Source: an optimization exercise on an open RTL-to-GDS flow (aim: small area). Production flows keep margins and buffers that such runs may drop. In this exercise RTL edits were held to simulation tests only and were not proved equivalent to the original. Power and IR drop assume default switching activity.

<file path="flow/design.v">
typedef enum logic [3 : 0]
{
    SEL_IDCODE  =   4'h0,
    SEL_DTMCS   =   4'h1,
    SEL_DMI     =   4'h2,
    SEL_BYPASS  =   4'h3,
    SEL_ANY     =   4'b????
} sel_dr_types;
typedef enum logic [4 : 0]
{
    BYPASS_0        =   5'h00,
    IDCODE          =   5'h01,
    DTMCS           =   5'h10,
    DMI             =   5'h11,
    RSV_BYPASS_0    =   5'h12,
    RSV_BYPASS_1    =   5'h13,
    RSV_BYPASS_2    =   5'h14,
    RSV_BYPASS_3    =   5'h15,
    RSV_BYPASS_4    =   5'h16,
    RSV_BYPASS_5    =   5'h17,
    BYPASS_1        =   5'h1f,
    ANY             =   5'b?????
} ir_types;
module dp_tap_controller
(
    input   logic   [0 : 0]     tms,         
    input   logic   [0 : 0]     tck,         
    input   logic   [0 : 0]     trst,        
    output  logic   [0 : 0]     iclk,        
    output  logic   [0 : 0]     iresetn,     
    output  logic   [0 : 0]     sel_tdo,     
    output  logic   [0 : 0]     mode,        
    output  logic   [0 : 0]     shift_dr,    
    output  logic   [0 : 0]     clk_dr,      
    output  logic   [0 : 0]     update_dr,   
    output  logic   [0 : 0]     shift_ir,    
    output  logic   [0 : 0]     clk_ir,      
    output  logic   [0 : 0]     update_ir    
);
    enum
    logic   [3 : 0]     { 
                            TEST_LOGIC_RESET_S, 
                            RUN_TEST_IDLE_S,
                            SELECT_DR_SCAN_S, 
                            CAPTURE_DR_S,
                            SHIFT_DR_S,
                            EXIT1_DR_S,
                            PAUSE_DR_S,
                            EXIT2_DR_S,
                            UPDATE_DR_S,
                            SELECT_IR_SCAN_S,
                            CAPTURE_IR_S,
                            SHIFT_IR_S,
                            EXIT1_IR_S,
                            PAUSE_IR_S,
                            EXIT2_IR_S,
                            UPDATE_IR_S
                        } state, next_state;
    assign iclk      = tck;
    assign iresetn   = trst;
    always_ff @(posedge tck, negedge trst) 
        if( !trst )
            state <= TEST_LOGIC_RESET_S;
        else
            state <= next_state;
    always_comb
    begin
        next_state = state;
        case( state )
            TEST_LOGIC_RESET_S  :   next_state = tms ? state              : RUN_TEST_IDLE_S;
            RUN_TEST_IDLE_S     :   next_state = tms ? SELECT_DR_SCAN_S   : state;
            SELECT_DR_SCAN_S    :   next_state = tms ? SELECT_IR_SCAN_S   : CAPTURE_DR_S;
            CAPTURE_DR_S        :   next_state = tms ? EXIT1_DR_S         : SHIFT_DR_S;
            SHIFT_DR_S          :   next_state = tms ? EXIT1_DR_S         : state;
            EXIT1_DR_S          :   next_state = tms ? UPDATE_DR_S        : PAUSE_DR_S;
            PAUSE_DR_S          :   next_state = tms ? EXIT2_DR_S         : state;
            EXIT2_DR_S          :   next_state = tms ? UPDATE_DR_S        : SHIFT_DR_S;
            UPDATE_DR_S         :   next_state = tms ? SELECT_DR_SCAN_S   : RUN_TEST_IDLE_S;
            SELECT_IR_SCAN_S    :   next_state = tms ? TEST_LOGIC_RESET_S : CAPTURE_IR_S;
            CAPTURE_IR_S        :   next_state = tms ? EXIT1_IR_S         : SHIFT_IR_S;
            SHIFT_IR_S          :   next_state = tms ? EXIT1_IR_S         : state;
            EXIT1_IR_S          :   next_state = tms ? UPDATE_IR_S        : PAUSE_IR_S;
            PAUSE_IR_S          :   next_state = tms ? EXIT2_IR_S         : state;
            EXIT2_IR_S          :   next_state = tms ? UPDATE_IR_S        : SHIFT_IR_S;
            UPDATE_IR_S         :   next_state = tms ? SELECT_DR_SCAN_S   : RUN_TEST_IDLE_S;
            default             : ;
        endcase         
    end
    always_ff @(posedge tck, negedge trst)
        if( !trst )
            mode <= '0;
        else if( state == TEST_LOGIC_RESET_S )
            mode <= tms ? '0 : '1;
    always_ff @(posedge tck, negedge trst)
        if( !trst )
            update_dr <= '0;
        else
        begin
            case( state )
                EXIT1_DR_S  :   update_dr <= tms ? '1 : update_dr;
                EXIT2_DR_S  :   update_dr <= tms ? '1 : update_dr;
                UPDATE_DR_S :   update_dr <= '0;
                default     : ;
            endcase
        end
    always_ff @(posedge tck, negedge trst)
        if( !trst )
            shift_dr <= '0;
        else
        begin
            case( state )
                CAPTURE_DR_S    :   shift_dr <= tms ? shift_dr : '1;
                SHIFT_DR_S      :   shift_dr <= tms ? '0 : '1;
                default         : ;
            endcase
        end
    always_ff @(posedge tck, negedge trst)
        if( !trst )
            clk_dr <= '0;
        else
        begin
            case( state )
                SELECT_DR_SCAN_S    :   clk_dr <= tms ? clk_dr : '1;
                CAPTURE_DR_S        :   clk_dr <= tms ? '0 : '1;
                SHIFT_DR_S          :   clk_dr <= tms ? '0 : '1;
                default             : ;
            endcase
        end
    always_ff @(posedge tck, negedge trst)
        if( !trst )
            update_ir   <= '0;
        else
        begin
            case( state )
                EXIT1_IR_S  :   update_ir <= tms ? '1 : update_ir;
                EXIT2_IR_S  :   update_ir <= tms ? '1 : update_ir;
                UPDATE_IR_S :   update_ir <= '0;
                default     : ;
            endcase
        end
    always_ff @(posedge tck, negedge trst)
        if( !trst )
            shift_ir <= '0;
        else
        begin
            case( state )
                CAPTURE_IR_S    :   shift_ir <= tms ? shift_ir : '1;
                SHIFT_IR_S      :   shift_ir <= tms ? '0 : '1;
                default         : ;
            endcase
        end
    always_ff @(posedge tck, negedge trst)
        if( !trst )
            clk_ir <= '0;
        else
        begin
            case( state )
                SELECT_IR_SCAN_S    :   clk_ir <= tms ? clk_ir : '0;
                CAPTURE_IR_S        :   clk_ir <= tms ? '0 : '1;
                SHIFT_IR_S          :   clk_ir <= tms ? '0 : '1;
                default             : ;
            endcase
        end
    always_ff @(posedge tck, negedge trst)
        if( !trst )
            sel_tdo <= '0;
        else
        begin
            case( state )
                SELECT_DR_SCAN_S    :   sel_tdo <= tms ? sel_tdo : '0;
                SELECT_IR_SCAN_S    :   sel_tdo <= tms ? sel_tdo : '1;
                default             : ;
            endcase
        end
endmodule
module dp_ir_dec
( 
    input   logic   [4 : 0]     pdi,   
    output  logic   [3 : 0]     bsr_sel      
);
    always_comb
    begin
        bsr_sel = SEL_IDCODE;
        casex( pdi )
            IDCODE          :   bsr_sel = SEL_IDCODE;
            DTMCS           :   bsr_sel = SEL_DTMCS;
            DMI             :   bsr_sel = SEL_DMI;
            BYPASS_0        :   bsr_sel = SEL_BYPASS;
            BYPASS_1        :   bsr_sel = SEL_BYPASS;
            RSV_BYPASS_0    :   bsr_sel = SEL_BYPASS;
            RSV_BYPASS_1    :   bsr_sel = SEL_BYPASS;
            RSV_BYPASS_2    :   bsr_sel = SEL_BYPASS;
            RSV_BYPASS_3    :   bsr_sel = SEL_BYPASS;
            RSV_BYPASS_4    :   bsr_sel = SEL_BYPASS;
            RSV_BYPASS_5    :   bsr_sel = SEL_BYPASS;
            ANY             :   bsr_sel = SEL_IDCODE;
        endcase
    end
endmodule
module dp_mux_dr
( 
    input   logic   [3 : 0][0 : 0]  sdi,             
    input   logic   [0 : 0]         shift_dr,        
    input   logic   [0 : 0]         clk_dr,          
    input   logic   [0 : 0]         update_dr,       
    output  logic   [0 : 0]         sdo,             
    output  logic   [3 : 0][0 : 0]  shift_dr_out,    
    output  logic   [3 : 0][0 : 0]  clk_dr_out,      
    output  logic   [3 : 0][0 : 0]  update_dr_out,   
    input   logic   [3 : 0]         bsr_sel          
);
    always_comb
    begin
        sdo             = 1'b0;
        clk_dr_out      = 4'h0;
        shift_dr_out    = 4'h0;
        update_dr_out   = 4'h0;
        casex( bsr_sel )
            SEL_IDCODE:
                begin 
                    sdo                             = sdi[SEL_IDCODE];
                    update_dr_out   [SEL_IDCODE]    = update_dr; 
                    clk_dr_out      [SEL_IDCODE]    = clk_dr; 
                    shift_dr_out    [SEL_IDCODE]    = shift_dr;
                end
            SEL_DTMCS:
                begin 
                    sdo                             = sdi[SEL_DTMCS];
                    update_dr_out   [SEL_DTMCS]     = update_dr; 
                    clk_dr_out      [SEL_DTMCS]     = clk_dr; 
                    shift_dr_out    [SEL_DTMCS]     = shift_dr;
                end
            SEL_DMI:
                begin 
                    sdo                             = sdi[SEL_DMI];
                    update_dr_out   [SEL_DMI]       = update_dr; 
                    clk_dr_out      [SEL_DMI]       = clk_dr; 
                    shift_dr_out    [SEL_DMI]       = shift_dr;
                end
            SEL_BYPASS:
                begin 
                    sdo                             = sdi[SEL_BYPASS];
                    update_dr_out   [SEL_BYPASS]    = update_dr; 
                    clk_dr_out      [SEL_BYPASS]    = clk_dr; 
                    shift_dr_out    [SEL_BYPASS]    = shift_dr;
                end
            SEL_ANY:
                begin 
                    sdo                             = sdi[SEL_IDCODE];
                    update_dr_out   [SEL_IDCODE]    = update_dr; 
                    clk_dr_out      [SEL_IDCODE]    = clk_dr; 
                    shift_dr_out    [SEL_IDCODE]    = shift_dr;
                end
            default:;
        endcase
    end
endmodule
module dp_one_bsc
#(
    parameter                   UPD_r = '0,
                                CAP_r = '0
)(
    input   logic   [0 : 0]     iclk,        
    input   logic   [0 : 0]     iresetn,     
    input   logic   [0 : 0]     pdi,         
    output  logic   [0 : 0]     pdo,         
    input   logic   [0 : 0]     sdi,         
    output  logic   [0 : 0]     sdo,         
    input   logic   [0 : 0]     mode,        
    input   logic   [0 : 0]     shift_dr,    
    input   logic   [0 : 0]     clk_dr,      
    input   logic   [0 : 0]     update_dr    
);
    logic   [0 : 0]     shift_dr_mux;    
    logic   [0 : 0]     CAP;             
    logic   [0 : 0]     UPD;             
    assign shift_dr_mux = shift_dr ? sdi : pdi;
    assign sdo   = CAP;
    assign pdo   = mode ? UPD : pdi;
    always_ff @(posedge iclk, negedge iresetn)
        if( !iresetn )
            CAP <= CAP_r;
        else
            CAP <= clk_dr ? shift_dr_mux : CAP;
    always_ff @(posedge iclk, negedge iresetn)
        if( !iresetn )
            UPD <= UPD_r;
        else
            UPD <= update_dr ? CAP : UPD;
endmodule
module dp_bsr 
#(
    parameter                       width = 8,
                                    UPD_r = 8'h55,
                                    CAP_r = 8'haa
)(
    input   logic   [0       : 0]   iclk,        
    input   logic   [0       : 0]   iresetn,     
    input   logic   [width-1 : 0]   pdi,         
    output  logic   [width-1 : 0]   pdo,         
    input   logic   [0       : 0]   sdi,         
    output  logic   [0       : 0]   sdo,         
    input   logic   [0       : 0]   mode,        
    input   logic   [0       : 0]   shift_dr,    
    input   logic   [0       : 0]   clk_dr,      
    input   logic   [0       : 0]   update_dr    
);
    logic   [width : 0]     i_con;   
    assign sdo      = i_con[width];
    assign i_con[0] = sdi;
    genvar bsc_n;    
    generate
        for( bsc_n = 0 ; bsc_n < width ; bsc_n = bsc_n + 1 )
        begin: generate_bsr
            dp_one_bsc
            #(
                .UPD_r      ( UPD_r [bsc_n]         ),
                .CAP_r      ( CAP_r [bsc_n]         )
            )
            dp_one_bsc_ 
            (
                .iclk       ( iclk                  ),   
                .iresetn    ( iresetn               ),   
                .pdi        ( pdi   [bsc_n        ] ),   
                .pdo        ( pdo   [bsc_n        ] ),   
                .sdi        ( i_con [width-bsc_n-1] ),   
                .sdo        ( i_con [width-bsc_n-0] ),   
                .mode       ( mode                  ),   
                .shift_dr   ( shift_dr              ),   
                .clk_dr     ( clk_dr                ),   
                .update_dr  ( update_dr             )    
            );
        end
    endgenerate
endmodule
module dp_br
( 
    input   logic   [0 : 0]     iclk,        
    input   logic   [0 : 0]     iresetn,     
    input   logic   [0 : 0]     sdi,         
    output  logic   [0 : 0]     sdo,         
    input   logic   [0 : 0]     clock_dr     
);
    always_ff @(posedge iclk, negedge iresetn)
        if( !iresetn )
            sdo <= '0;
        else
            sdo <= clock_dr ? sdi : sdo;
endmodule
module dp_one_irc
#(
    parameter                   UPD_r = '0,
                                CAP_r = '0
)(
    input   logic   [0 : 0]     iclk,        
    input   logic   [0 : 0]     iresetn,     
    input   logic   [0 : 0]     pdi,         
    output  logic   [0 : 0]     pdo,         
    input   logic   [0 : 0]     sdi,         
    output  logic   [0 : 0]     sdo,         
    input   logic   [0 : 0]     shift_ir,    
    input   logic   [0 : 0]     clk_ir,      
    input   logic   [0 : 0]     update_ir    
);
    logic   [0 : 0]     shift_ir_mux;    
    logic   [0 : 0]     CAP;             
    logic   [0 : 0]     UPD;             
    assign shift_ir_mux = shift_ir ? sdi : pdi;
    assign sdo   = CAP;
    assign pdo   = UPD;
    always_ff @(posedge iclk, negedge iresetn)
        if( !iresetn )
            CAP <= CAP_r;
        else
            CAP <= clk_ir ? shift_ir_mux : CAP;
    always_ff @(posedge iclk, negedge iresetn)
        if( !iresetn )
            UPD <= UPD_r;
        else
            UPD <= update_ir ? CAP : UPD;
endmodule
module dp_ir 
#(
    parameter                       width = 8,
                                    UPD_r = 8'h55,
                                    CAP_r = 8'haa
)(
    input   logic   [0       : 0]   iclk,        
    input   logic   [0       : 0]   iresetn,     
    input   logic   [width-1 : 0]   pdi,         
    output  logic   [width-1 : 0]   pdo,         
    input   logic   [0       : 0]   sdi,         
    output  logic   [0       : 0]   sdo,         
    input   logic   [0       : 0]   shift_ir,    
    input   logic   [0       : 0]   clk_ir,      
    input   logic   [0       : 0]   update_ir    
);
    logic   [width : 0]     i_con;       
    assign sdo      = i_con[width];
    assign i_con[0] = sdi;
    genvar irc_n;    
    generate
        for( irc_n = 0 ; irc_n < width ; irc_n = irc_n + 1 )
        begin : generate_irc
            dp_one_irc
            #(
                .UPD_r      ( UPD_r [irc_n]         ),
                .CAP_r      ( CAP_r [irc_n]         )
            )
            dp_one_irc_ 
            (
                .iclk       ( iclk                  ),   
                .iresetn    ( iresetn               ),   
                .pdi        ( pdi   [irc_n        ] ),   
                .pdo        ( pdo   [irc_n        ] ),   
                .sdi        ( i_con [width-irc_n-1] ),   
                .sdo        ( i_con [width-irc_n-0] ),   
                .shift_ir   ( shift_ir              ),   
                .clk_ir     ( clk_ir                ),   
                .update_ir  ( update_ir             )    
            );
        end
    endgenerate
endmodule
module dp_dtm 
( 
    input   logic   [0  : 0]    tdi,             
    input   logic   [0  : 0]    tms,             
    input   logic   [0  : 0]    tck,             
    input   logic   [0  : 0]    trst,            
    output  logic   [0  : 0]    tdo,             
    output  logic   [6  : 0]    dmi_address,     
    output  logic   [31 : 0]    dmi_wdata,       
    input   logic   [31 : 0]    dmi_rdata,       
    output  logic   [1  : 0]    dmi_op           
);
    localparam          IDCODE_V =  
                                    {
                                        4'b0001,                     
                                        16'b0000_0000_0000_0111,     
                                        11'b000_0000_0111,           
                                        1'b1                         
                                    };
    localparam          DTMCS_V = 
                                    {
                                        14'b00_0000_0000_0000,       
                                        1'b0,                        
                                        1'b0,                        
                                        1'b0,                        
                                        3'b001,                      
                                        2'b00,                       
                                        6'b00_0110,                  
                                        4'b0001                      
                                    };
    localparam          DMI_V   = 
                                    {
                                        7'b000_0000,                 
                                        32'h00_00_00_00,             
                                        2'b00                        
                                    };
    logic   [0  : 0]        iclk;            
    logic   [0  : 0]        iresetn;         
    logic   [0  : 0]        mode_tap;        
    logic   [0  : 0]        shift_tap;       
    logic   [0  : 0]        clk_tap;         
    logic   [0  : 0]        update_tap;      
    logic   [0  : 0]        sel_tdo;         
    logic   [3  : 0]        bsr_sel;         
    logic   [0  : 0]        sdo_ir;          
    logic   [4  : 0]        pdo_ir;          
    logic   [0  : 0]        sdo_dr;          
    logic   [3  : 0][0 : 0] sdo_bsr;         
    logic   [0  : 0]        mode_bsr;        
    logic   [3  : 0][0 : 0] shift_bsr;       
    logic   [3  : 0][0 : 0] clk_bsr;         
    logic   [3  : 0][0 : 0] update_bsr;      
    logic   [0  : 0]        shift_ir;        
    logic   [0  : 0]        clk_ir;          
    logic   [0  : 0]        update_ir;       
    logic   [40 : 0]        pdo_dmi;         
    logic   [40 : 0]        pdi_dmi;
    assign mode_bsr = mode_tap;
    assign tdo  = sel_tdo ? sdo_ir : sdo_dr;
    assign  dmi_address = pdo_dmi[40 : 34],
            dmi_wdata   = pdo_dmi[33 :  2],
            dmi_op      = pdo_dmi[1  :  0];
    assign  pdi_dmi     = { 7'b000_0000 , dmi_rdata , 2'b00 };
    dp_tap_controller
    dp_tap_controller_0
    (
        .tms            ( tms                           ),   
        .tck            ( tck                           ),   
        .trst           ( trst                          ),   
        .iclk           ( iclk                          ),   
        .iresetn        ( iresetn                       ),   
        .sel_tdo        ( sel_tdo                       ),   
        .mode           ( mode_tap                      ),   
        .shift_dr       ( shift_tap                     ),   
        .clk_dr         ( clk_tap                       ),   
        .update_dr      ( update_tap                    ),   
        .shift_ir       ( shift_ir                      ),   
        .clk_ir         ( clk_ir                        ),   
        .update_ir      ( update_ir                     )    
    );
    dp_mux_dr  
    dp_mux_dr_0
    ( 
        .sdi            ( sdo_bsr                       ),
        .shift_dr       ( shift_tap                     ),
        .clk_dr         ( clk_tap                       ),
        .update_dr      ( update_tap                    ),
        .sdo            ( sdo_dr                        ),
        .shift_dr_out   ( shift_bsr                     ),
        .clk_dr_out     ( clk_bsr                       ),
        .update_dr_out  ( update_bsr                    ),
        .bsr_sel        ( bsr_sel                       )
    );
    dp_ir_dec 
    dp_ir_dec_0 
    ( 
        .pdi            ( pdo_ir                        ),   
        .bsr_sel        ( bsr_sel                       )    
    );
    dp_bsr 
    #(
        .width          ( 32                            ),
        .UPD_r          ( DTMCS_V                       ),
        .CAP_r          ( DTMCS_V                       )
    ) 
    dp_bsr_dtmcs
    (
        .iclk           ( iclk                          ),   
        .iresetn        ( iresetn                       ),   
        .pdi            ( DTMCS_V                       ),   
        .pdo            (                               ),   
        .sdi            ( tdi                           ),   
        .sdo            ( sdo_bsr       [SEL_DTMCS]     ),   
        .mode           ( mode_bsr                      ),   
        .shift_dr       ( shift_bsr     [SEL_DTMCS]     ),   
        .clk_dr         ( clk_bsr       [SEL_DTMCS]     ),   
        .update_dr      ( update_bsr    [SEL_DTMCS]     )    
    );
    dp_bsr 
    #(
        .width          ( 41                            ),
        .UPD_r          ( DMI_V                         ),
        .CAP_r          ( DMI_V                         )
    ) 
    dp_bsr_dmi
    (
        .iclk           ( iclk                          ),   
        .iresetn        ( iresetn                       ),   
        .pdi            ( pdi_dmi                       ),   
        .pdo            ( pdo_dmi                       ),   
        .sdi            ( tdi                           ),   
        .sdo            ( sdo_bsr       [SEL_DMI]       ),   
        .mode           ( mode_bsr                      ),   
        .shift_dr       ( shift_bsr     [SEL_DMI]       ),   
        .clk_dr         ( clk_bsr       [SEL_DMI]       ),   
        .update_dr      ( update_bsr    [SEL_DMI]       )    
    );
    dp_bsr 
    #(
        .width          ( 32                            ),
        .UPD_r          ( IDCODE_V                      ),
        .CAP_r          ( IDCODE_V                      )
    ) 
    dp_bsr_idcode
    (
        .iclk           ( iclk                          ),   
        .iresetn        ( iresetn                       ),   
        .pdi            ( IDCODE_V                      ),   
        .pdo            (                               ),   
        .sdi            ( tdi                           ),   
        .sdo            ( sdo_bsr       [SEL_IDCODE]    ),   
        .mode           ( mode_bsr                      ),   
        .shift_dr       ( shift_bsr     [SEL_IDCODE]    ),   
        .clk_dr         ( clk_bsr       [SEL_IDCODE]    ),   
        .update_dr      ( update_bsr    [SEL_IDCODE]    )    
    );
    dp_br
    dp_br_0 
    ( 
        .iclk           ( iclk                          ),   
        .iresetn        ( iresetn                       ),   
        .sdi            ( tdi                           ),   
        .sdo            ( sdo_bsr       [SEL_BYPASS]    ),   
        .clock_dr       ( clk_bsr       [SEL_BYPASS]    )    
    );
    dp_ir 
    #(
        .width          ( 5                ),
        .UPD_r          ( 5'h01              ),
        .CAP_r          ( 5'h01              )
    ) 
    dp_ir_reg 
    (
        .iclk           ( iclk                          ),   
        .iresetn        ( iresetn                       ),   
        .pdi            ( '0                            ),   
        .pdo            ( pdo_ir                        ),   
        .sdi            ( tdi                           ),   
        .sdo            ( sdo_ir                        ),   
        .shift_ir       ( shift_ir                      ),   
        .clk_ir         ( clk_ir                        ),   
        .update_ir      ( update_ir                     )    
    );
endmodule
</file>
<file path="flow/run.sh">
#!/bin/bash
# synth_recipe.tcl (not shown) runs the flow's synth.tcl, then flattens the netlist and writes it again
# the make line also repeats each setting of config.mk as NAME=value (left out here)
make -C /OpenROAD-flow-scripts/flow DESIGN_CONFIG=/design/flow/config.mk WORK_HOME=/design/flow/orfs CLKGATE_MAP_FILE= SYNTH_SCRIPT=/design/flow/synth_recipe.tcl finish
</file>
<file path="flow/config.mk">
export PLATFORM = sky130hd
export DESIGN_NAME = dp_dtm
export DESIGN_NICKNAME = dp_dtm
export VERILOG_FILES = /design/flow/design.v
export SDC_FILE = /design/flow/constraint.sdc
export NUM_CORES = 4
export LEC_CHECK = 0
export CAP_MARGIN = 20
export CORE_MARGIN = 2
export CORE_UTILIZATION = 40
export SLEW_MARGIN = 20
</file>
<file path="flow/constraint.sdc">
create_clock -name core_clock -period 10.0 [get_ports {tck}]
set_input_delay 2.0000 -clock core_clock [delete_from_list [all_inputs] [get_ports {tck}]]
set_output_delay 2.0000 -clock core_clock [all_outputs]
set_load 0.01 [all_outputs]
</file>
==> results.yml, run 1 <==
outcome:
  outcome: "complete, no violations"
cts:
  cts_tree: "yes"
  ctsResizeCount: 0
  cts_root_buf: "clkbuf_16"
  ctsLongestPathBuffers: 2
  clk_pin_slew_ns: 0.06
  cts.sinks: 169
  h-tree-depth: 4
  cts_buffers: 17
  ctsHoldBuffers: 0
  clk-insertion-delay-late_ns: 0.42
  cts_setup_buffers: 0
floorplanning:
  initial_utilization: 0.406
  die_w_microns: 144
  core_sq_um: 19400
  rows: 51
  ioPinCount: 78
  die_area_sq_um: 20800
  die_y_microns: 144
yosys:
  synthAdderAreaFrac: 0
  ys_ff_latch: 169
  synth_top_family_by_area: "multiplexers"
  synth_seq_area_share: 0.539
  synthFlopType: "dfrtp_1"
  synthSimpleGateAreaFrac: 0.131
  syn_nets: 807
  yosys-top-cells-area: "dfrtp_1 49%, mux2_2 11%, nand2_1 8.3%"
  yosysTopAreaCellShare: 0.492
  synth_compound_area_frac: 0.0998
  synthArstFlopShare: 1.00
  synthMuxAreaShare: 0.154
  synth_edf_count: 0
  ys_types: 42
  syn_avg_cell_area_sq_um: 10.2
  synth-xor-area-share: 0
  yosys.area.top_type: "dfrtp_1"
  synth_area_sq_um: 7880
  yosysWarnings: 10
  synthCells: 771
power_and_ir_drop:
  p_per_area_nw_per_um2: 303
  peakVddDrop_mv: 0.182
  p_leak_nw: 3.97
  sw_frac_of_total: 0.326
  p_clk_frac: 0.264
  power.net_switching_mw: 0.905
  power.internal_mw: 1.87
  pwr-share-seq: 0.413
  combPwrFrac: 0.323
timing:
  final_max_slew_viol_count: 0
  relSlewSlack: 0.408
  max_freq_mhz: 192
  fin_tns_setup_ns: 0
  layout_min_cycle_time_ns: 5.22
  rsz0062_at_grt: "false"
  setup_violations: 0
  finalCritPeriodShare: 0.522
  fin_skew_ns: 0.00572
  worst-slew-pin-transition_ns: 0.888
  final_hold_viol_count: 0
setup_path:
  cp.required_ns: 8.00
  criticalPathCategory: "input port to output port"
  worstPathMaxFanout: 2
  cp_cell_sequence: "clkdlybuf4s50_1, mux2_2, clkdlybuf4s50_1"
  worstPathArrival_ns: 3.22
  cpPeakStageDelay_ns: 0.48
  cpMostUsedCell: "clkdlybuf4s50_1"
  timing.critical_path.to_type: "output port"
  slowest_stage: "clkdlybuf4s50_1"
  worst_setup_path_start_kind: "input port"
route:
  drc: 0
  drt-total-wl_mm: 14.7
  vias_per_cell: 4.92
  wl_per_cell_microns: 13.9
  postRouteAntennaNets: 0
  drt_iter0_drc: 399
  firstDrtPassIters: 6
  vias: 5183
layout:
  final_common_cell: "nand2_1"
  register_area_sq_um: 4250
  drive_above_1_share: 0.167
  fillers: 1814
  multi_input_area_sq_um: 3030
  final_cell_area_sq_um: 9150
  syn2layout_area_growth_pct: 16.2
  final_cell_mix: "175 x nand2_1, 154 x dfrtp_1, 106 x o21ai_0"
  n_antenna_cell: 0
  nets: 812
grt:
  first_global_vias: 5221
  grt_overflow: 0
  grt_pass1_wl_mm: 25.1
  grt_max_degree: 99
  grt_usage: 0.151
  antenna_found_initial: 0
placement:
  finalWeightedCongestion: 0.739
  port_buffers: 77
  dpl-instance-area_sq_um: 8470
  dp_hpwl_mm: 9.17
job:
  drv_cap: 0
min_path:
  hold_path_class: "flip-flop to flip-flop"
power by group through the flow:
stage	sequential (mW)	combinational [mW]	clock (mW)
6_report	1.15	0.895	0.733
5_1_grt	1.19	1.00	0.783
4_1_cts	1.15	0.910	0.750
3_5_place_dp	1.16	0.906	0
3_3_place_gp	1.15	0.878	0
2_1_floorplan	1.04	0.806	0
metrics by stage:
step / hold slack (ns) / setup WS [ns] / cells / util / total power [mW]
4_1_cts: 0.473 / 4.77 / 1053 / 0.471 / 2.81
5_1_grt: 0.494 / 4.76 / 1054 / 0.472 / 2.97
6_report: 0.471 / 4.78 / 1054 / 0.472 / 2.77
3_3_place_gp: 0.453 / 4.75 / 1021 / 0.437 / 2.03
3_5_place_dp: 0.467 / 4.77 / 1021 / 0.437 / 2.06
2_1_floorplan: 0.444 / 5.62 / 771 / - / 1.84
flip-flops by register name, summed over array words and instances (netlist names):
signal                                      cells
dp_bsr_dmi.generate_bsr.dp_one_bsc_.CAP        41
dp_bsr_dmi.generate_bsr.dp_one_bsc_.UPD        41
dp_bsr_dtmcs.generate_bsr.dp_one_bsc_.CAP      32
dp_bsr_idcode.generate_bsr.dp_one_bsc_.CAP     32
dp_ir_reg.generate_irc.dp_one_irc_.CAP          5
dp_ir_reg.generate_irc.dp_one_irc_.UPD          5
dp_tap_controller_0.state                       4
dp_br_0.sdo                                     1
dp_tap_controller_0.clk_dr                      1
dp_tap_controller_0.clk_ir                      1
dp_tap_controller_0.mode                        1
dp_tap_controller_0.sel_tdo                     1
dp_tap_controller_0.shift_dr                    1
dp_tap_controller_0.shift_ir                    1
dp_tap_controller_0.update_dr                   1
dp_tap_controller_0.update_ir                   1
metal layers:
metal | wire length [microns] | share of wire | vias to the layer above | GRT usage
met5 | 0 | 0 | - | 0
met4 | 163 | 0.011 | 0 | 0.0445
met3 | 410 | 0.028 | 14 | 0.0391
met2 | 7110 | 0.48 | 59 | 0.244
met1 | 7010 | 0.48 | 2543 | 0.200
li1 | - | - | 2567 | -
cells in the mapped netlist (3+ instances only):
master,number
o22ai_1,4
nor2_1,5
mux2i_1,33
buf_4,45
and2_1,9
o31ai_1,4
mux2_2,75
clkbuf_1,43
nand2_1,175
o21ai_0,106
a31oi_1,6
o21ai_1,7
buf_2,8
nand3_1,18
nor2b_1,14
nand4_1,3
inv_1,11
dfstp_2,14
a21oi_1,8
dfrtp_1,155
path summary, 6_finish.rpt:
kind,startpoint,endpoint,slack [ns],cells past startpoint
setup reg to reg,dp_ir_reg.generate_irc[1].dp_one_irc_.UPD,dp_bsr_dmi.generate_bsr[27].dp_one_bsc_.UPD,7.94,4
hold reg to reg,dp_bsr_idcode.generate_bsr[12].dp_one_bsc_.CAP,dp_bsr_idcode.generate_bsr[12].dp_one_bsc_.CAP,0.47,2
min in group asynchronous,trst[0],dp_ir_reg.generate_irc[4].dp_one_irc_.CAP,1.67,1
hold / removal,dp_bsr_idcode.generate_bsr[12].dp_one_bsc_.CAP,dp_bsr_idcode.generate_bsr[12].dp_one_bsc_.CAP,0.47,2
max in group asynchronous,trst[0],dp_bsr_dtmcs.generate_bsr[30].dp_one_bsc_.CAP,6.86,2
setup / recovery,dmi_rdata[21],dmi_wdata[21],4.78,3
layout make-up:
cell class / count / share of cell area
timing repair buffer: 83 / 0.0907
clock inverter: 12 / 0.0242
inverter: 13 / 0.00533
tap: 265 / 0.0362
sequential: 169 / 0.465
multi-input combinational: 492 / 0.331
clock buffer: 20 / 0.0477
logic make-up (layout without fill, tap and decap cells):
group,Yosys count,count (layout)
and+or+nand+nor,236,236
buffers and inverters,110,128
DFF,169,169
muxes,111,111
AOI/OAI and AO/OA,145,145
critical path: cells and delay by family:
kind	cells	cell delay (ns)
muxes	1	0.29
buffers and inverters	2	0.92
==> inputs of run 2 (changes only) <==
==> flow/design.v (replaced) <==
module dp_dtm
(
    input   logic   [0  : 0]    tdi,
    input   logic   [0  : 0]    tms,
    input   logic   [0  : 0]    tck,
    input   logic   [0  : 0]    trst,
    output  logic   [0  : 0]    tdo,
    output  logic   [6  : 0]    dmi_address,
    output  logic   [31 : 0]    dmi_wdata,
    input   logic   [31 : 0]    dmi_rdata,
    output  logic   [1  : 0]    dmi_op
);
    localparam logic [3:0] TLR  = 4'hF, RTI  = 4'hC, SDS  = 4'h7, CDR  = 4'h6,
                           SHDR = 4'h2, E1DR = 4'h1, PDR  = 4'h3, E2DR = 4'h0,
                           UDR  = 4'h5, SIS  = 4'h4, CIR  = 4'hE, SHIR = 4'hA,
                           E1IR = 4'h9, PIR  = 4'hB, E2IR = 4'h8, UIR  = 4'hD;
    logic [3:0]  state, next_state;
    logic        mode;
    logic        shf;           
    logic [4:0]  ir;            
    logic [40:0] sr;            
    logic [40:0] upd;           
    always_comb
        case (state)
            TLR:     next_state = tms ? TLR  : RTI;
            RTI:     next_state = tms ? SDS  : RTI;
            SDS:     next_state = tms ? SIS  : CDR;
            CDR:     next_state = tms ? E1DR : SHDR;
            SHDR:    next_state = tms ? E1DR : SHDR;
            E1DR:    next_state = tms ? UDR  : PDR;
            PDR:     next_state = tms ? E2DR : PDR;
            E2DR:    next_state = tms ? UDR  : SHDR;
            UDR:     next_state = tms ? SDS  : RTI;
            SIS:     next_state = tms ? TLR  : CIR;
            CIR:     next_state = tms ? E1IR : SHIR;
            SHIR:    next_state = tms ? E1IR : SHIR;
            E1IR:    next_state = tms ? UIR  : PIR;
            PIR:     next_state = tms ? E2IR : PIR;
            E2IR:    next_state = tms ? UIR  : SHIR;
            default: next_state = tms ? SDS  : RTI;    
        endcase
    always_ff @(posedge tck, negedge trst)
        if (!trst) state <= TLR;
        else       state <= next_state;
    always_ff @(posedge tck, negedge trst)
        if (!trst)              mode <= 1'b0;
        else if (state == TLR)  mode <= !tms;
    wire capture = state[2] & state[1] & !state[0];
    wire is_ir   = state[3];
    wire update  = state[2] & !state[1] & state[0];
    always_ff @(posedge tck)
        shf <= !tms & state[1] & !state[0];
    wire sel_dtmcs = (ir == 5'h10);
    wire sel_dmi   = (ir == 5'h11);
    wire sel_byp   = (ir == 5'h00) | (ir[4:3] == 2'b10 & ir[2:1] != 2'b00) | (ir == 5'h1f);
    wire sel_id    = !sel_dtmcs & !sel_dmi & !sel_byp;
    logic [40:0] cap;
    always_comb begin
        cap         = '0;
        cap[40]     = is_ir ? ir[4] : (sel_byp & tdi);
        cap[39]     = is_ir & ir[3];
        cap[38]     = is_ir & ir[2];
        cap[37]     = is_ir ? ir[1] : sel_id;
        cap[36]     = is_ir & ir[0];
        cap[33:2]   = dmi_rdata & {32{sel_dmi}};
        cap[23]     = sel_dmi ? dmi_rdata[21] : sel_id;
        cap[22]     = sel_dmi ? dmi_rdata[20] : sel_id;
        cap[21]     = sel_dmi ? dmi_rdata[19] : 1'b1;
        cap[15]     = sel_dmi ? dmi_rdata[13] : sel_dtmcs;
        cap[14]     = sel_dmi ? dmi_rdata[12] : sel_dtmcs;
        cap[12]     = sel_dmi ? dmi_rdata[10] : sel_id;
        cap[11]     = sel_dmi ? dmi_rdata[9]  : sel_id;
        cap[10]     = sel_dmi ? dmi_rdata[8]  : sel_id;
        cap[9]      = sel_dmi ? dmi_rdata[7]  : 1'b1;
        cap[8:2]    = dmi_rdata[6:0];
    end
    always_ff @(posedge tck)
        if (capture)  sr <= cap;
        else if (shf) sr <= {tdi, sr[40:1]};
    always_ff @(posedge tck, negedge trst)
        if (!trst)                  ir <= 5'h01;
        else if (update & is_ir)    ir <= sr[40:36];
    always_ff @(posedge tck, negedge trst)
        if (!trst)                           upd <= '0;
        else if (update & !is_ir & sel_dmi)  upd <= sr;
    assign tdo = is_ir   ? sr[36] :
                 sel_dmi ? sr[0]  :
                 sel_byp ? sr[40] : sr[9];
    assign dmi_address = mode ? upd[40:34] : 7'd0;
    assign dmi_wdata   = mode ? upd[33:2]  : dmi_rdata;
    assign dmi_op      = mode ? upd[1:0]   : 2'd0;
endmodule
==> run 2 against run 1 <==
Utilization increased by 3.4 points; die area decreased by 43%; still clean on timing, DRC and antenna; via count decreased by 45%.
==> results.yml, run 2 <==
setup_path:
  cpMostUsedCell: "clkdlybuf4s50_1"
  r2r_slack_ns: 7.49
  cpPeakStageDelay_ns: 0.48
  slowest_stage: "clkdlybuf4s50_1"
  cp.required_ns: 8.00
  worstPathArrival_ns: 3.22
  cp_cell_sequence: "clkdlybuf4s50_1, mux2_2, clkdlybuf4s50_1"
  timing.critical_path.to_type: "output port"
  worst_setup_path_start_kind: "input port"
  r2r-end: "upd[19]"
  reg2reg_from: "ir[3]"
  worstPathMaxFanout: 2
  ff2ff_path_depth: 5
  criticalPathCategory: "input port to output port"
placement:
  dp_hpwl_mm: 6.16
  finalWeightedCongestion: 0.763
  place_ws_ns: 4.78
  dp.cells: 522
  port_buffers: 77
cts:
  ctsResizeCount: 0
  clk_pin_slew_ns: 0.10
  clk-insertion-delay-late_ns: 0.37
  cts.sinks: 93
  ctsHoldBuffers: 0
  cts_setup_buffers: 0
  h-tree-depth: 3
  cts_buffers: 9
  cts_root_buf: "clkbuf_8"
  cts_tree: "yes"
  ctsLongestPathBuffers: 2
floorplanning:
  core_sq_um: 10800
  ioPinCount: 78
  initial_utilization: 0.410
  rows: 38
  die_w_microns: 109
  die_y_microns: 109
  die_area_sq_um: 12000
yosys:
  synth_edf_count: 37
  synthSimpleGateAreaFrac: 0.0715
  yosys-top-cells-area: "dfrtp_1 26%, edfxtp_1 25%, mux2_4 10%"
  syn_avg_cell_area_sq_um: 13.6
  ys_ff_latch: 93
  synth.most_common_cell: "dfrtp_1"
  syn_nets: 362
  synthArstFlopShare: 0.548
  synth_seq_area_share: 0.561
  synth_compound_area_frac: 0.101
  synth_area_sq_um: 4440
  synthFlopType: "dfrtp_1"
  synth-xor-area-share: 0
  yosysTopAreaCellShare: 0.259
  yosys.area.top_type: "dfrtp_1"
  synth_top_family_by_area: "multiplexers"
  synth_common_cells: "46 x dfrtp_1, 38 x mux2_2, 37 x edfxtp_1"
  ys_types: 40
  synthCells: 326
  synthMuxAreaShare: 0.232
  synthAdderAreaFrac: 0
  yosysWarnings: 1
timing:
  setup_violations: 0
  relSlewSlack: 0.307
  worst-slew-pin-transition_ns: 1.04
  final_hold_viol_count: 0
  fin_skew_ns: 0.0128
  rsz0062_at_grt: "false"
  finalCritPeriodShare: 0.522
  layout_min_cycle_time_ns: 5.22
  setup_slack_ns: 4.78
  max_freq_mhz: 191
  fin_tns_setup_ns: 0
  final_max_slew_viol_count: 0
route:
  drt_iter0_drc: 158
  vias_per_cell: 5.25
  drc: 0
  vias: 2826
  firstDrtPassIters: 4
  wl_per_cell_microns: 18.1
  postRouteAntennaNets: 0
  drt-total-wl_mm: 9.73
layout:
  syn2layout_area_growth_pct: 23.4
  nets: 429
  fillers: 981
  top_regs: "sr x41, upd x41, ir x5"
  drive_above_1_share: 0.246
  final_cell_mix: "76 x clkdlybuf4s50_1, 46 x dfrtp_1, 38 x mux2_2"
  final_common_cell: "clkdlybuf4s50_1"
  n_antenna_cell: 0
  stdcell_count: 538
grt:
  grt_overflow: 0
  first_global_vias: 2819
  grt_max_degree: 52
  antenna_found_initial: 0
  grt_usage: 0.168
  grt_pass1_wl_mm: 15.2
power_and_ir_drop:
  combPwrFrac: 0.349
  power.net_switching_mw: 0.485
  p_leak_nw: 2.34
  p_clk_frac: 0.167
  sw_frac_of_total: 0.343
  total_power_mw: 1.42
  peakVddDrop_mv: 0.118
  power.internal_mw: 0.931
  pwr-share-seq: 0.484
  p_per_area_nw_per_um2: 258
job:
  drv_cap: 0
min_path:
  hold_start: "sr[17]"
  holdPathStages: 1
  min_to: "upd[17]"
  hold_path_class: "flip-flop to flip-flop"
outcome:
  outcome: "complete, no violations"
-- run 2: stage by stage --
stage          hold WS, ns  utilization  cell area [sq um]
2_1_floorplan        0.459            -               4440
3_3_place_gp         0.466        0.487               5280
3_5_place_dp         0.477        0.489               5300
4_1_cts              0.494        0.506               5480
5_1_grt              0.516        0.506               5480
6_report             0.492        0.506               5480
-- run 2: cells by family (layout without fill, tap and decap cells) --
| logic type | count (synthesis) | count (layout) |
|---|---|---|
| AO/OA/AOI/OAI | 62 | 62 |
| buffers and inverters | 30 | 102 |
| multiplexers | 82 | 82 |
| flip-flops | 93 | 93 |
| AND/OR/NAND/NOR | 59 | 59 |
-- run 2: worst max path at each step --
stage / slack (ns) / cells past startpoint / endpoint / start
detailed placement: 4.78 / 3 / dmi_wdata[21] / dmi_rdata[21]
global placement: 4.76 / 3 / dmi_wdata[21] / dmi_rdata[21]
CTS: 4.78 / 3 / dmi_wdata[21] / dmi_rdata[21]
floorplan: 5.73 / 1 / dmi_wdata[0] / dmi_rdata[0]
finish: 4.78 / 3 / dmi_wdata[21] / dmi_rdata[21]
global route: 4.75 / 3 / dmi_wdata[6] / dmi_rdata[6]
-- run 2: worst max-delay path, delay by kind of cell --
kind                   cells  cell delay [ns]
buffers and inverters      2             0.93
multiplexers               1             0.30
-- run 2: layer usage --
metal	track usage	wire [microns]	vias up
met5	0	0	-
met4	0.0407	94	0
met3	0.0344	438	11
met2	0.278	4510	67
met1	0.228	4690	1406
li1	-	-	1342
-- run 2: layout make-up --
class / count / area [sq um] / area share
clock buffer: 9 / 124 / 0.0226
inverter: 4 / 15.0 / 0.00274
multi-input combinational: 203 / 1800 / 0.328
tap: 140 / 175 / 0.0320
timing repair buffer: 82 / 816 / 0.149
clock inverter: 7 / 57.6 / 0.0105
sequential: 93 / 2490 / 0.455
-- run 2: power by group through the flow --
stage / registers [mW] / logic [mW] / clock network, mW
floorplan: 0.619 / 0.372 / 0
global placement: 0.690 / 0.491 / 0
detailed placement: 0.693 / 0.498 / 0
CTS: 0.686 / 0.503 / 0.245
global route: 0.707 / 0.539 / 0.258
finish: 0.686 / 0.494 / 0.237
==> inputs of run 3 (changes only) <==
--- a/flow/design.v
+++ b/flow/design.v
@@ -82,5 +82,9 @@
         else if (update & is_ir)    ir <= sr[40:36];
+    logic valid;
+    wire  upd_en = update & !is_ir & sel_dmi;
     always_ff @(posedge tck, negedge trst)
-        if (!trst)                           upd <= '0;
-        else if (update & !is_ir & sel_dmi)  upd <= sr;
+        if (!trst)        valid <= 1'b0;
+        else if (upd_en)  valid <= 1'b1;
+    always_ff @(posedge tck)
+        if (upd_en) upd <= sr;
     assign tdo = is_ir   ? sr[36] :
@@ -88,5 +92,6 @@
                  sel_byp ? sr[40] : sr[9];
-    assign dmi_address = mode ? upd[40:34] : 7'd0;
-    assign dmi_wdata   = mode ? upd[33:2]  : dmi_rdata;
-    assign dmi_op      = mode ? upd[1:0]   : 2'd0;
+    wire show = mode & valid;
+    assign dmi_address = upd[40:34] & {7{show}};
+    assign dmi_wdata   = (upd[33:2] & {32{show}}) | (dmi_rdata & {32{!mode}});
+    assign dmi_op      = upd[1:0] & {2{show}};
 endmodule
==> run 3 against run 2 <==
Via count grew 1.7%; critical path type unchanged; largest cell class unchanged; synthesized cell count grew 8.9%; critical path depth grew 1; utilization grew 0.36 points; worst hold slack lost 0.037 ns; power shrank 9.2%; final cell count grew 4.6%; routed wire length shrank 8.4%; largest power group unchanged.
==> results.yml, run 3 <==
layout:
  syn2layout_area_growth_pct: 25.3
  n_antenna_cell: 0
  drive_above_1_share: 0.0867
  top_regs: "sr x41, upd x41, ir x5"
  final_common_cell: "edfxtp_1"
  fillers: 930
  final_cell_mix: "78 x edfxtp_1, 77 x clkdlybuf4s50_1, 54 x nand2_1"
  nets: 458
yosys:
  synth_compound_area_frac: 0.141
  synth_area_sq_um: 4140
  synthMuxAreaShare: 0.0233
  yosys-top-cells-area: "edfxtp_1 57%, o21ai_0 5.4%, nand2_1 4.9%"
  synthAdderAreaFrac: 0
  ys_ff_latch: 94
  yosys.area.top_type: "edfxtp_1"
  synth_top_family_by_area: "compound AO/OA/AOI/OAI gates"
  yosysWarnings: 1
  ys_types: 39
  synth-xor-area-share: 0
  synth_common_cells: "78 x edfxtp_1, 54 x nand2_1, 45 x o21ai_0"
  synth.most_common_cell: "edfxtp_1"
  syn_avg_cell_area_sq_um: 11.7
  synthCells: 355
  synthSimpleGateAreaFrac: 0.115
  synth_seq_area_share: 0.658
  synth_edf_count: 78
  synthFlopType: "edfxtp_1"
  synthArstFlopShare: 0.117
  yosysTopAreaCellShare: 0.566
  syn_nets: 391
timing:
  setup_slack_ns: 4.65
  final_max_slew_viol_count: 0
  finalCritPeriodShare: 0.535
  worst-slew-pin-transition_ns: 0.993
  final_hold_viol_count: 0
  max_freq_mhz: 187
  layout_min_cycle_time_ns: 5.35
  relSlewSlack: 0.338
  fin_skew_ns: 0.0138
  setup_violations: 0
  rsz0062_at_grt: "false"
  fin_tns_setup_ns: 0
placement:
  place_ws_ns: 4.60
  finalWeightedCongestion: 0.770
  dp_hpwl_mm: 5.75
  port_buffers: 77
cts:
  ctsLongestPathBuffers: 2
  cts_root_buf: "clkbuf_8"
  cts_buffers: 9
  ctsHoldBuffers: 0
  ctsResizeCount: 0
  h-tree-depth: 3
  cts_tree: "yes"
  clk_pin_slew_ns: 0.09
  cts.sinks: 94
  cts_setup_buffers: 0
  clk-insertion-delay-late_ns: 0.36
grt:
  grt_max_degree: 43
  gr-usage-met3: 0.0359
  busiest_layer: "met2"
  gr-usage-met2: 0.256
  first_global_vias: 2722
  grt_usage: 0.168
  grt_pass1_wl_mm: 14.5
  antenna_found_initial: 0
  grt_overflow: 0
  met1_usage: 0.239
power_and_ir_drop:
  peakVddDrop_mv: 0.185
  p_leak_nw: 1.91
  p_per_area_nw_per_um2: 248
setup_path:
  worst_setup_path_start_kind: "input port"
  cpMostUsedCell: "clkdlybuf4s50_1"
  slowest_stage: "clkdlybuf4s50_1"
  worstPathArrival_ns: 3.35
  timing.critical_path.to_type: "output port"
  criticalPathCategory: "input port to output port"
  cp_cell_sequence: "clkdlybuf4s50_1, inv_1, o21ai_0, clkdlybuf4s50_1"
  cpPeakStageDelay_ns: 0.58
  worstPathMaxFanout: 2
  cp.required_ns: 8.00
route:
  wl_per_cell_microns: 15.8
  drc: 0
  firstDrtPassIters: 4
  vias_per_cell: 5.10
  vias: 2873
  drt_iter0_drc: 127
  postRouteAntennaNets: 0
  drt-total-wl_mm: 8.91
floorplanning:
  initial_utilization: 0.406
  core_sq_um: 10200
  ioPinCount: 78
  die_y_microns: 106
  die_area_sq_um: 11200
  die_w_microns: 106
  rows: 37
outcome:
  outcome: "complete, no violations"
job:
  drv_cap: 0
min_path:
  hold_path_class: "flip-flop to flip-flop"
==> run 3: cells by family (layout without fill, tap and decap cells) <==
| logic type | Yosys count | in the layout |
|---|---|---|
| AO/OA/AOI/OAI | 94 | 94 |
| AND/OR/NAND/NOR | 97 | 97 |
| multiplexers | 9 | 9 |
| buffers and inverters | 61 | 133 |
| flip-flops | 94 | 94 |
==> run 3: area by class of cell <==
class	count	area [sq um]	share of cell area
tap	136	170	0.0328
clock inverter	6	62.6	0.0121
inverter	36	135	0.0261
sequential	94	2720	0.525
timing repair buffer	81	801	0.154
multi-input combinational	200	1170	0.225
clock buffer	10	128	0.0246
==> run 3: through the flow <==
step | total power, mW | cell area [sq um] | hold WS [ns] | cells | utilization
6_report | 1.29 | 5190 | 0.455 | 563 | 0.509
5_1_grt | 1.37 | 5190 | 0.460 | 563 | 0.509
4_1_cts | 1.30 | 5190 | 0.451 | 563 | 0.509
3_5_place_dp | 1.05 | 5000 | 0.435 | 547 | 0.491
3_3_place_gp | 1.04 | 5000 | 0.431 | 547 | 0.491
2_1_floorplan | 0.871 | 4140 | 0.426 | 355 | -
==> run 3: worst paths after layout <==
check | from | to | slack (ns) | cells after the start
setup / recovery | dmi_rdata[0] | dmi_wdata[0] | 4.65 | 4
hold / removal | sr[30] | upd[30] | 0.45 | 0
setup reg to reg | state[0] | sr[2] | 7.96 | 5
hold reg to reg | sr[30] | upd[30] | 0.45 | 0
max in group asynchronous | trst[0] | state[3] | 7.67 | 1
min in group asynchronous | trst[0] | ir[3] | 1.97 | 1
==> run 3: metal layers <==
metal | routed length [microns] | share of wire
met3 | 548 | 0.061
met5 | 0 | 0
met1 | 4140 | 0.46
met2 | 4110 | 0.46
met4 | 118 | 0.013
==> run 3: power by group <==
part | internal, mW | switching (mW) | total (mW) | leakage (nW)
sequential | 0.565 | 0.0900 | 0.656 | 0.897
clock | 0.116 | 0.132 | 0.248 | 0.100
combinational | 0.175 | 0.206 | 0.382 | 0.914
==> run 3: worst max-delay path, delay by kind of cell <==
family,cells,cell delay (ns)
AOI/OAI and AO/OA,1,0.25
buffers and inverters,3,1.09
